Source: an optimization exercise on an open RTL-to-GDS flow (aim: small area). Production flows keep margins and buffers that such runs may drop.
Only simulation tests tie the RTL to the original design; equivalence was not proved.
No driver is modelled on the clock port, so clock power and skew are understated where the tree is cut down; a real chip needs a root buffer or a tree.

Setup of main:
Design read_analog, start of the top module:
module read_analog (
	input clk,
	input rst_n,
	input dout,
	output cs_n,
	output sclk,
	output din,
	output check,
	output [3:0] an,
	output [6:0] seg
	);
==> module adc108s102_interface, before the edit <==
module adc108s102_interface (
	input clk,
	input rst_n,
	input dout,
	output din,
	output cs_n,
	output sclk,
	output reg [11:0] data,
	output sample,
	output check
	);
wire [2:0] p;
wire step, rise;
counter timebase (
	.clk(clk),
	.rst_n(rst_n),
	.p(p),
	.step(step),
	.rise(rise)
	);
assign sclk = p[2];
reg [4:0] v;
reg [7:0] u;
reg hold;
wire v_wrap = v[4] & ~v[3];                  
wire v_last = ~v[4] & (&v[3:0]);             
wire u_wrap = &u;                            
wire u_near = (&u[7:5]) & (u[4] | (&u[3:1]));  
assign sample = step & u_wrap;
always @(posedge clk or negedge rst_n) begin
	if (!rst_n) begin
		v <= 5'd30;
		u <= 8'd131;
		hold <= 1'b0;
	end
	else if (step) begin
		v <= v_wrap ? 5'd0 : v + 1'b1;
		u <= (u + 1'b1) | {5'd0, u_wrap, u_wrap, 1'b0};
		if (u_wrap)
			hold <= 1'b0;
		else if (v_last & u_near)
			hold <= 1'b1;
	end
end
assign cs_n = v[4];
assign din = ~((v[4] & v[3]) | (v == 5'd2) | (v == 5'd3) | (v == 5'd4));
wire data_bit = ~v[4] & ((v[3:0] >= 4'd4) & (v[3:0] <= 4'd13));
wire data_first = (v == 5'd4);
wire frame_bit = ~v[4] & ((v[3:0] <= 4'd3) | (v[3:0] >= 4'd14));
function [3:0] adj;
	input [3:0] d;
	begin
		adj[3] = d[3] | (d[2] & (d[1] | d[0]));
		adj[2] = (d[3] & d[0]) | (d[2] & ~d[1] & ~d[0]);
		adj[1] = (d[1] & (~d[2] | d[0])) | (d[3] & ~d[0]);
		adj[0] = (~d[3] & ~d[2] & d[0]) | (d[2] & d[1] & ~d[0]) | (d[3] & ~d[0]);
	end
endfunction
wire [3:0] a_u = adj(data[3:0]);
wire [3:0] a_t = adj(data[7:4]);
always @(posedge clk) begin
	if (rise & data_bit & ~hold) begin
		data[11:8] <= {data[10:8], a_t[3]};
		data[7:0] <= data_first ? {7'd0, dout} : {a_t[2:0], a_u[3], a_u[2:0], dout};
	end
end
reg [2:0] a;
always @(posedge clk or negedge rst_n) begin
	if (!rst_n)
		a <= 3'b000;
	else if (rise & frame_bit)
		a <= dout ? 3'b011 : {a[1:0], a[1] & (a[2] ^ a[0])};
end
assign check = |a;
endmodule
export LEC_CHECK = 0
export CAP_MARGIN = 0
export CORE_MARGIN = 2
export CORE_UTILIZATION = 40
export GPL_TIMING_DRIVEN = 0
export SLEW_MARGIN = 0
create_clock -name core_clock -period 30.0 [get_ports {clk}]
standard.sh (not shown) runs the stock make flow with config.mk's settings and CLKGATE_MAP_FILE= SYNTH_SCRIPT=/design/flow/synth_recipe.tcl, a recipe that flattens the netlist after the stock synthesis.
==> flow/flow/run.sh <==
#!/bin/bash
# Own layout flow: the standard ORFS flow (standard.sh), with
#  - synthesis: synth_recipe.tcl unchanged, except that abc maps the logic
#    with an area-oriented script (area.script) and the adder extraction
#    (half/full adder cells) is left out, so abc maps all the logic;
#  - port buffers: every input and output port still gets its own buffer,
#    a sky130_fd_sc_hd__buf_1;
#  - clock tree: three clkbuf_8, fed by the clk port, each driving a third
#    of the register clock pins (cts_hook.tcl), instead of TritonCTS's
#    two-level tree.
# Each tool's full output stays in orfs/logs; standard.sh's own output goes
# to standard.log in this folder.
set -euo pipefail
W=$PWD
export MY_ABC_SCRIPT=$W/flow/area.script
export CLOCK_BUF_CELL=sky130_fd_sc_hd__clkbuf_8
export CLOCK_BUF_COUNT=3
bash standard.sh \
  SYNTH_SCRIPT=$W/flow/synth.tcl \
  ADDER_MAP_FILE= \
  "BUFFER_PORTS_ARGS=-buffer_cell sky130_fd_sc_hd__buf_1" \
  PRE_CTS_TCL=$W/flow/cts_hook.tcl \
  finish > $W/standard.log 2>&1
Other scripts of this flow, unchanged in this note and not shown: flow/flow/area.script, flow/flow/cts_hook.tcl, flow/flow/synth.tcl
[inputs] the feature branch vs main
--- a/flow/design.v
+++ b/flow/design.v
@@ -36,6 +36,10 @@
 	);
 assign sclk = p[2];
-reg [4:0] v;
-reg [7:0] u;
+localparam [4:0] V0 = 5'd30;
+localparam [7:0] U0 = 8'd131;
+reg [4:0] v_r;
+reg [7:0] u_r;
+wire [4:0] v = v_r ^ V0;
+wire [7:0] u = u_r ^ U0;
 reg hold;
 wire v_wrap = v[4] & ~v[3];                  
@@ -46,11 +50,11 @@
 always @(posedge clk or negedge rst_n) begin
 	if (!rst_n) begin
-		v <= 5'd30;
-		u <= 8'd131;
+		v_r <= 5'd0;
+		u_r <= 8'd0;
 		hold <= 1'b0;
 	end
 	else if (step) begin
-		v <= v_wrap ? 5'd0 : v + 1'b1;
-		u <= (u + 1'b1) | {5'd0, u_wrap, u_wrap, 1'b0};
+		v_r <= (v_wrap ? 5'd0 : v + 1'b1) ^ V0;
+		u_r <= ((u + 1'b1) | {5'd0, u_wrap, u_wrap, 1'b0}) ^ U0;
 		if (u_wrap)
 			hold <= 1'b0;
Results
Number of signal-net inverters in the final layout sits lower in the feature branch than in main. Comparing the two runs side by side, the feature branch comes out ahead of main on synthesized area. In the floorplan summary, the feature branch is listed with a die area less than that of main. [the feature branch vs main] cell area: lower in the feature branch. The feature branch: routed metal-1 wire length about 5% below main. Routed wire length, the feature branch and main: higher on main. The feature branch drops fewer vias than main. NOTE: post-synthesis area per instance in the feature branch exceeds that of main. Between main and the feature branch, wire length of the first global-routing pass increased. Against main, the feature branch comes in 0.16 points higher on sequential fraction of total cell area. Global-route usage over all layers in the feature branch vs main: up 0.79 points. On count of multi-input gates: between the feature branch and main, it ends up higher for the feature branch. Going from main to the feature branch, routing usage on met2 grows by 0.96 points.
No run of this note takes its clock network from TritonCTS; it comes from the design's own scripts or RTL.

========
The RTL this note starts from:
==> flow/design.v <==
module counter (
	input clk,
	input rst_n,
	output reg [2:0] p,
	output step,
	output rise
	);
	assign step = &p;
	assign rise = ~p[2] & p[1] & p[0];
	always @(posedge clk or negedge rst_n) begin
		if (!rst_n)
			p <= 3'd0;
		else
			p <= p + 1'b1;
	end
endmodule
module adc108s102_interface (
	input clk,
	input rst_n,
	input dout,
	output din,
	output cs_n,
	output sclk,
	output reg [11:0] data,
	output sample,
	output check
	);
wire [2:0] p;
wire step, rise;
counter timebase (
	.clk(clk),
	.rst_n(rst_n),
	.p(p),
	.step(step),
	.rise(rise)
	);
assign sclk = p[2];
reg [4:0] v;
reg [7:0] u;
reg hold;
wire v_wrap = v[4] & ~v[3];                  
wire v_last = ~v[4] & (&v[3:0]);             
wire u_wrap = &u;                            
wire u_near = (&u[7:5]) & (u[4] | (&u[3:1]));  
assign sample = step & u_wrap;
always @(posedge clk or negedge rst_n) begin
	if (!rst_n) begin
		v <= 5'd30;
		u <= 8'd131;
		hold <= 1'b0;
	end
	else if (step) begin
		v <= v_wrap ? 5'd0 : v + 1'b1;
		u <= (u + 1'b1) | {5'd0, u_wrap, u_wrap, 1'b0};
		if (u_wrap)
			hold <= 1'b0;
		else if (v_last & u_near)
			hold <= 1'b1;
	end
end
assign cs_n = v[4];
assign din = ~((v[4] & v[3]) | (v == 5'd2) | (v == 5'd3) | (v == 5'd4));
wire data_bit = ~v[4] & ((v[3:0] >= 4'd4) & (v[3:0] <= 4'd13));
wire data_first = (v == 5'd4);
wire frame_bit = ~v[4] & ((v[3:0] <= 4'd3) | (v[3:0] >= 4'd14));
function [3:0] adj;
	input [3:0] d;
	begin
		adj[3] = d[3] | (d[2] & (d[1] | d[0]));
		adj[2] = (d[3] & d[0]) | (d[2] & ~d[1] & ~d[0]);
		adj[1] = (d[1] & (~d[2] | d[0])) | (d[3] & ~d[0]);
		adj[0] = (~d[3] & ~d[2] & d[0]) | (d[2] & d[1] & ~d[0]) | (d[3] & ~d[0]);
	end
endfunction
wire [3:0] a_u = adj(data[3:0]);
wire [3:0] a_t = adj(data[7:4]);
always @(posedge clk) begin
	if (rise & data_bit & ~hold) begin
		data[11:8] <= {data[10:8], a_t[3]};
		data[7:0] <= data_first ? {7'd0, dout} : {a_t[2:0], a_u[3], a_u[2:0], dout};
	end
end
reg [2:0] a;
always @(posedge clk or negedge rst_n) begin
	if (!rst_n)
		a <= 3'b000;
	else if (rise & frame_bit)
		a <= dout ? 3'b011 : {a[1:0], a[1] & (a[2] ^ a[0])};
end
assign check = |a;
endmodule
module seg_7_4(
    input clk,
    input rst_n,
    input sample,
    input [11:0] value,
    output [3:0] an_n,
    output reg [6:0] seg
    );
reg [11:0] data;
reg [6:0] dem;
reg [1:0] k;
always @(posedge clk) begin
	if (sample)
		data <= value;
end
wire dem_wrap = ~|dem[5:1];
always @(posedge clk or negedge rst_n) begin
	if (!rst_n) begin
		dem <= 7'b0000011;
		k <= 2'd0;
	end
	else begin
		dem <= {dem[5:0], ~(dem[6] ^ dem[3]) ^ dem_wrap};
		if (dem_wrap)
			k <= k + 1'b1;
	end
end
assign an_n = ~(4'b0001 << k);
reg [3:0] m;
always @* begin
	case (k)
	2'd3: m = {3'b000, data[11] & data[9]};
	2'd2: m = data[11:8];
	2'd1: m = data[7:4];
	default: m = data[3:0];
	endcase
end
always @* begin
	seg[6] = ~((m[3]) | (~m[2] & ~m[0]) | (m[2] & m[0]) | (m[1]));
	seg[5] = ~((~m[2]) | (~m[1] & ~m[0]) | (m[1] & m[0]));
	seg[4] = (~m[3] & ~m[2] & m[1] & ~m[0]);
	seg[3] = (~m[3] & ~m[2] & ~m[1] & m[0]) | (m[2] & ~m[1] & ~m[0]) | (m[2] & m[1] & m[0]);
	seg[2] = (m[2] & ~m[1]) | (m[0]);
	seg[1] = ~((m[3]) | (m[2] & ~m[1]) | (m[2] & ~m[0]) | (~m[1] & ~m[0]));
	seg[0] = (~m[3] & ~m[2] & ~m[1]) | (m[3] & m[1]) | (m[2] & m[1] & m[0]);
end
endmodule
module read_analog (
	input clk,
	input rst_n,
	input dout,
	output cs_n,
	output sclk,
	output din,
	output check,
	output [3:0] an,
	output [6:0] seg
	);
wire [11:0] data;
wire sample;
adc108s102_interface adc108s102_interface (
	.clk(clk),
	.rst_n(rst_n),
	.dout(dout),
	.din(din),
	.cs_n(cs_n),
	.sclk(sclk),
	.data(data),
	.sample(sample),
	.check(check)
	);
seg_7_4 seg_7_4 (
	.clk(clk),
	.rst_n(rst_n),
	.sample(sample),
	.value(data),
	.an_n(an),
	.seg(seg)
	);
endmodule
clock: 30.0 ns
lec_check: 0
cap_margin: 20
core_margin: 2
core_utilization: 40
gpl_timing_driven: 0
slew_margin: 20
==> flow/flow/area.script <==
&get -n
&deepsyn -T 60
&put
dch
amap
==> flow/flow/cts_hook.tcl <==
# Clock tree: CLOCK_BUF_COUNT clock buffers of type CLOCK_BUF_CELL, fed
# directly by the clk port, each driving the register clock pins of one
# group of sinks (groups split by position), each placed at the centre of
# its group. Sourced by ORFS's cts.tcl before it calls
# clock_tree_synthesis, which it replaces.
rename clock_tree_synthesis my_tritoncts
proc clock_tree_synthesis {args} {
  set block [ord::get_db_block]
  set clknet [$block findNet clk]
  set master [[ord::get_db] findMaster $::env(CLOCK_BUF_CELL)]
  set nbuf $::env(CLOCK_BUF_COUNT)
  set pts {}
  foreach it [$clknet getITerms] {
    set b [[$it getInst] getBBox]
    lappend pts [list [expr {([$b xMin] + [$b xMax]) / 2}] [expr {([$b yMin] + [$b yMax]) / 2}] $it]
  }
  # split into groups: sort along the wider side of the sink region
  set xs [lmap p $pts {lindex $p 0}]
  set ys [lmap p $pts {lindex $p 1}]
  set dx [expr {[tcl::mathfunc::max {*}$xs] - [tcl::mathfunc::min {*}$xs]}]
  set dy [expr {[tcl::mathfunc::max {*}$ys] - [tcl::mathfunc::min {*}$ys]}]
  set key [expr {$dx >= $dy ? 0 : 1}]
  set pts [lsort -integer -index $key $pts]
  set n [llength $pts]
  for {set g 0} {$g < $nbuf} {incr g} {
    set lo [expr {$g * $n / $nbuf}]
    set hi [expr {($g + 1) * $n / $nbuf - 1}]
    set grp [lrange $pts $lo $hi]
    set inst [odb::dbInst_create $block $master clkbuf_${g}_clk]
    set leaf [odb::dbNet_create $block clknet_${g}_clk]
    $leaf setSigType CLOCK
    set sx 0
    set sy 0
    foreach p $grp {
      lassign $p x y it
      set sx [expr {$sx + $x}]
      set sy [expr {$sy + $y}]
      $it disconnect
      $it connect $leaf
    }
    [$inst findITerm A] connect $clknet
    [$inst findITerm X] connect $leaf
    $inst setLocation [expr {$sx / [llength $grp]}] [expr {$sy / [llength $grp]}]
    $inst setPlacementStatus PLACED
    puts "clock buffer $::env(CLOCK_BUF_CELL) $g drives [llength $grp] clock pins"
  }
  set_propagated_clock [all_clocks]
}
==> flow/flow/synth.tcl <==
# The standard flow's synthesis script (synth_recipe.tcl in the work folder), run as is,
# with abc's mapping script replaced by $MY_ABC_SCRIPT.
proc abc {args} {
  set i [lsearch -exact $args -script]
  if { $i >= 0 } {
    set args [lreplace $args [expr {$i + 1}] [expr {$i + 1}] $::env(MY_ABC_SCRIPT)]
  }
  puts "abc (area script): $args"
  yosys abc {*}$args
}
source [file join [file dirname [file dirname [file normalize [info script]]]] synth_recipe.tcl]
Scripts as last shown in full above: flow/flow/run.sh
Then changed:
--- a/flow/design.v
+++ b/flow/design.v
@@ -102,18 +102,18 @@
 reg [1:0] k;
 always @(posedge clk) begin
 	if (sample)
 		data <= value;
 end
-wire dem_wrap = ~|dem[5:1];
+wire dem_wrap = &dem[4:0];
 always @(posedge clk or negedge rst_n) begin
 	if (!rst_n) begin
-		dem <= 7'b0000011;
+		dem <= 7'b0111110;
 		k <= 2'd0;
 	end
 	else begin
-		dem <= {dem[5:0], ~(dem[6] ^ dem[3]) ^ dem_wrap};
+		dem <= {dem[5:0], dem[6] ^ dem[2] ^ dem_wrap};
 		if (dem_wrap)
 			k <= k + 1'b1;
 	end
 end
 assign an_n = ~(4'b0001 << k);
Effect: The new run produced a clean layout. Synthesized cell count came out lower by 0.50%. Design area goes up by 0.37%. Global-route usage hardly moves. Sequential share of layout area barely changes. Critical path depth is lower by 1. Sequential cell count is unchanged. Routed wire length shrinks by 4.4%. Die area went up by 0.39%.
In every run of this note, the design's own scripts or RTL, not TritonCTS, make the clock network.

static timing again, ports no longer ideal:
No port has a modelled driver above. Below, the same layouts with a new extraction and two added sets of constraints.
Step 1, drivers: a clkbuf_16 drives clk and a buf_2 each remaining input, both assumed.
Step 2, shift: input delay + t, output delay - t, t = (earliest + latest rising clock arrival at the registers) / 2. This alone moves slack from input paths to output paths.
Three values: ideal ports, drivers, drivers and shift; two values: the first two.
| run | t (ns) | setup slack, ns | worst setup path after step 2 | pins driven straight from the clock port |
|---|---|---|---|---|
| main | 0.202 | 21.752 / 21.707 / 21.909 | register to output | 3 |
| the feature branch | 0.199 | 21.806 / 21.763 / 21.962 | register to output | 3 |
| the first run of note 2 | 0.204 | 21.630 / 21.584 / 21.788 | register to output | 3 |
| the second run of note 2 | 0.202 | 21.825 / 21.782 / 21.984 | register to output | 3 |
After both steps setup and hold are still met in every run listed.
